This is an optimization exercise on Yosys and OpenROAD, whose aim is small area, a short achievable clock period and few clock cycles per item, not a production implementation.

==> flow/design.v <==
module RSA_decrypt #(parameter WIDTH = 8)(
    input                clk,
    input                rst_n,
    input                start,
    input  [2*WIDTH-1:0] c,
    input  [2*WIDTH-1:0] d,
    input  [2*WIDTH-1:0] n,
    output [2*WIDTH-1:0] m_decrypted,
    output reg           finish
);
localparam IDLE  = 3'd0;
localparam NORM  = 3'd1;
localparam STEP  = 3'd2;
localparam CONV  = 3'd3;
localparam FIX   = 3'd4;
localparam SHIFT = 3'd5;
localparam OP_INIT = 2'd0;
localparam OP_SQ   = 2'd1;
localparam OP_MUL  = 2'd2;
localparam OP_FIX  = 2'd3;
reg  [2:0]  state;
reg  [1:0]  op;
reg  [16:0] r;       
reg  [15:0] a;       
reg  [15:0] nn;      
reg  [16:0] dd;      
reg  [3:0]  k;       
reg  [3:0]  j;       
reg         xb;      
reg  [17:0] vs, vc;  
assign m_decrypted = r[15:0];
wire [18:0] x1   = {vs, 1'b0};
wire [18:0] x2   = {vc, 1'b0};
wire [18:0] x3   = {{2{r[16]}}, r} & {19{xb}};
wire [18:0] s1   = x1 ^ x2 ^ x3;
wire [18:0] c1   = {(x1[17:0] & x2[17:0]) | (x1[17:0] & x3[17:0]) | (x2[17:0] & x3[17:0]), 1'b0};
wire [4:0]  eg   = s1[18:14] & c1[18:14];
wire [4:0]  ep   = s1[18:14] ^ c1[18:14];
wire [4:0]  ecy;                                     
assign ecy[0] = 1'b0;
assign ecy[1] = eg[0];
assign ecy[2] = eg[1] | (ep[1] & eg[0]);
assign ecy[3] = eg[2] | (ep[2] & eg[1]) | (ep[2] & ep[1] & eg[0]);
assign ecy[4] = eg[3] | (ep[3] & eg[2]) | (ep[3] & ep[2] & eg[1]) | (ep[3] & ep[2] & ep[1] & eg[0]);
wire [4:0]  west = ep ^ ecy;
wire signed [4:0] ws = west;
wire        n14  = nn[14];
wire        qz_e = (west[4:1] == 4'b1111);           
wire        qp_e = !west[4];                         
wire        q2_e = n14 ? ((ws < -5'sd5) || (ws >= 5'sd4)) : ((ws < -5'sd4) || (ws >= 5'sd3));
wire        fixs = (state == FIX);
wire        addn  = fixs ? r[16] : (!qz_e && !qp_e && !q2_e);    
wire        add2n = !fixs && !qp_e && q2_e;                      
wire        subn  = !fixs && qp_e && !q2_e;                      
wire        sub2n = !fixs && qp_e && q2_e;                       
wire [18:0] n1   = {3'b000, nn};
wire [18:0] n2   = {2'b00, nn, 1'b0};
wire [18:0] mm   = ({19{addn}} & n1) | ({19{add2n}} & n2) | ({19{subn}} & ~n1) | ({19{sub2n}} & ~n2);
wire [18:0] c1i  = {c1[18:1], subn | sub2n};
wire [18:0] p2   = s1 ^ c1i;
wire [18:0] g2   = s1 & c1i;
wire [18:0] o2   = s1 | c1i;
wire [18:0] s2   = p2 ^ mm;
wire [18:0] c2   = {(mm[17:0] & o2[17:0]) | g2[17:0], 1'b0};
wire [16:0] vsum = vs[16:0] + vc[16:0];
wire        run   = (state == STEP) || (state == FIX);
wire [3:0]  jend  = (op == OP_SQ) ? k : 4'd0;
wire        last  = (j == jend);
wire [3:0]  jn    = j - 4'd1;
wire        xsq   = r[jn];
wire        xmul  = a[jn];
wire        dlast = (dd[15:0] == 16'h8000);
reg  [3:0]  amsb;
integer i;
always @(*) begin
    amsb = 4'd0;
    for (i = 0; i < 16; i = i + 1)
        if (a[i]) amsb = i;
end
wire        tosq  = (state == CONV) && (op != OP_FIX) && !dd[16] && !dlast;
wire        sneg  = tosq & vsum[16];
always @(posedge clk) begin
    vs <= run ? s2[17:0] : ({18{sneg}} & ~{vsum[16], vsum});
    vc <= run ? c2[17:0] : {17'd0, sneg};
end
always @(posedge clk or negedge rst_n) begin
    if (!rst_n) begin
        state  <= IDLE;
        finish <= 1'b0;
    end else begin
        finish <= 1'b0;
        case (state)
        IDLE:  if (start) state <= NORM;
        NORM:  if ((nn[15] | nn[14]) & (dd[16] | dd[15])) state <= STEP;
        STEP:  if (last) state <= CONV;
        FIX:   state <= CONV;
        CONV:  begin
            if (op == OP_FIX) begin
                if (k == 4'd0) begin state <= IDLE; finish <= 1'b1; end
                else state <= SHIFT;
            end else if (!dd[16] && dlast) state <= FIX;
            else state <= STEP;
        end
        SHIFT: if (k == 4'd1) begin state <= IDLE; finish <= 1'b1; end
        default: state <= IDLE;
        endcase
    end
end
always @(posedge clk) begin
    case (state)
    IDLE: if (start) begin
        r  <= {1'b0, c};
        a  <= c;
        nn <= n;
        dd <= {d, 1'b1};
        k  <= 4'd0;
    end
    NORM: begin
        if (!nn[15]) begin
            nn <= {nn[14:0], 1'b0};
            k  <= k + 4'd1;
        end
        if (!dd[16]) dd <= {dd[15:0], 1'b0};
        if ((nn[15] | nn[14]) & (dd[16] | dd[15])) begin
            dd[16] <= 1'b0;
            op     <= OP_INIT;
            j      <= k + {3'b000, !nn[15]};
            xb     <= 1'b1;
        end
    end
    STEP: begin
        j  <= jn;
        xb <= (op == OP_SQ) ? xsq : (op == OP_MUL) ? xmul : 1'b0;
    end
    CONV: begin
        if (op != OP_FIX) begin
            r <= vsum;
            if (dd[16]) begin
                dd[16] <= 1'b0;
                op     <= OP_MUL;
                j      <= amsb;
                xb     <= a[amsb];
            end else if (dlast) begin
                op     <= OP_FIX;
                xb     <= 1'b1;
                j      <= 4'd0;
            end else begin
                dd     <= {dd[15:0], 1'b0};
                op     <= OP_SQ;
                j      <= 4'd15;
                xb     <= vsum[15];
            end
        end else begin
            r <= vsum;
        end
    end
    SHIFT: begin
        r <= {1'b0, r[16:1]};
        k <= k - 4'd1;
    end
    default: ;
    endcase
end
endmodule
clock: 5.5 ns
lec_check: 0
abc_area: 1
cap_margin: 20
core_margin: 2
core_utilization: 40
cts_buf_list: sky130_fd_sc_hd__clkbuf_4 sky130_fd_sc_hd__clkbuf_8
setup_slack_margin: 1.5
slew_margin: 20
standard.sh (not shown) runs the stock make flow with config.mk's settings and CLKGATE_MAP_FILE= SYNTH_SCRIPT=/design/flow/synth_recipe.tcl, a recipe that flattens the netlist after the stock synthesis.
==> flow/flow/run.sh <==
#!/bin/bash
set -e
export BUFFER_PORTS_ARGS="-buffer_cell sky130_fd_sc_hd__buf_1"
bash standard.sh > standard.log 2>&1
Change:
--- a/flow/design.v
+++ b/flow/design.v
@@ -34,15 +34,7 @@
 wire [18:0] x3   = {{2{r[16]}}, r} & {19{xb}};
 wire [18:0] s1   = x1 ^ x2 ^ x3;
 wire [18:0] c1   = {(x1[17:0] & x2[17:0]) | (x1[17:0] & x3[17:0]) | (x2[17:0] & x3[17:0]), 1'b0};
-wire [4:0]  eg   = s1[18:14] & c1[18:14];
-wire [4:0]  ep   = s1[18:14] ^ c1[18:14];
-wire [4:0]  ecy;                                     
-assign ecy[0] = 1'b0;
-assign ecy[1] = eg[0];
-assign ecy[2] = eg[1] | (ep[1] & eg[0]);
-assign ecy[3] = eg[2] | (ep[2] & eg[1]) | (ep[2] & ep[1] & eg[0]);
-assign ecy[4] = eg[3] | (ep[3] & eg[2]) | (ep[3] & ep[2] & eg[1]) | (ep[3] & ep[2] & ep[1] & eg[0]);
-wire [4:0]  west = ep ^ ecy;
+wire [4:0]  west = s1[18:14] + c1[18:14];
 wire signed [4:0] ws = west;
 wire        n14  = nn[14];
 wire        qz_e = (west[4:1] == 4'b1111);           
The new run completed without violations. Routed wire length fell by 2.6%. Sequential share of layout area decreases by 0.29 points. Count of clock-buffer cells in the layout went down by 4. Critical path depth does not change. Core utilization went up by 0.39 points. Synthesized area goes up by 0.49%.
Function was not checked in any run of this note: the RTL went through the layout flow alone.

==> port drivers added, routing unchanged <==
Ports are ideal in the flow. The routed layouts listed here were re-timed in OpenROAD.
Step 1 assumes that a clkbuf_16 drives the clock port and a buf_2 every other input.
Step 2 adds t to the input delays and takes it off the output delays; t is the mean of the earliest and latest rising clock arrival at the registers after step 1. Input paths then give back, and output paths get back, about the clock's delay inside the block.
a / b / c = no drivers / after step 1 / after step 2; a / b = the first two.
run	shift t [ns]	slack for setup (ns)	worst hold slack (ns)	worst setup path at the end	clock arrival spread, ns
the first run	0.483	1.557 / 1.557 / 1.557	0.477 / 0.459 / 0.562	register to register	0.017 / 0.017
the second run	0.483	1.388 / 1.388 / 1.388	0.467 / 0.449 / 0.557	register to register	0.009 / 0.009
After both steps setup and hold are still met in every run listed.
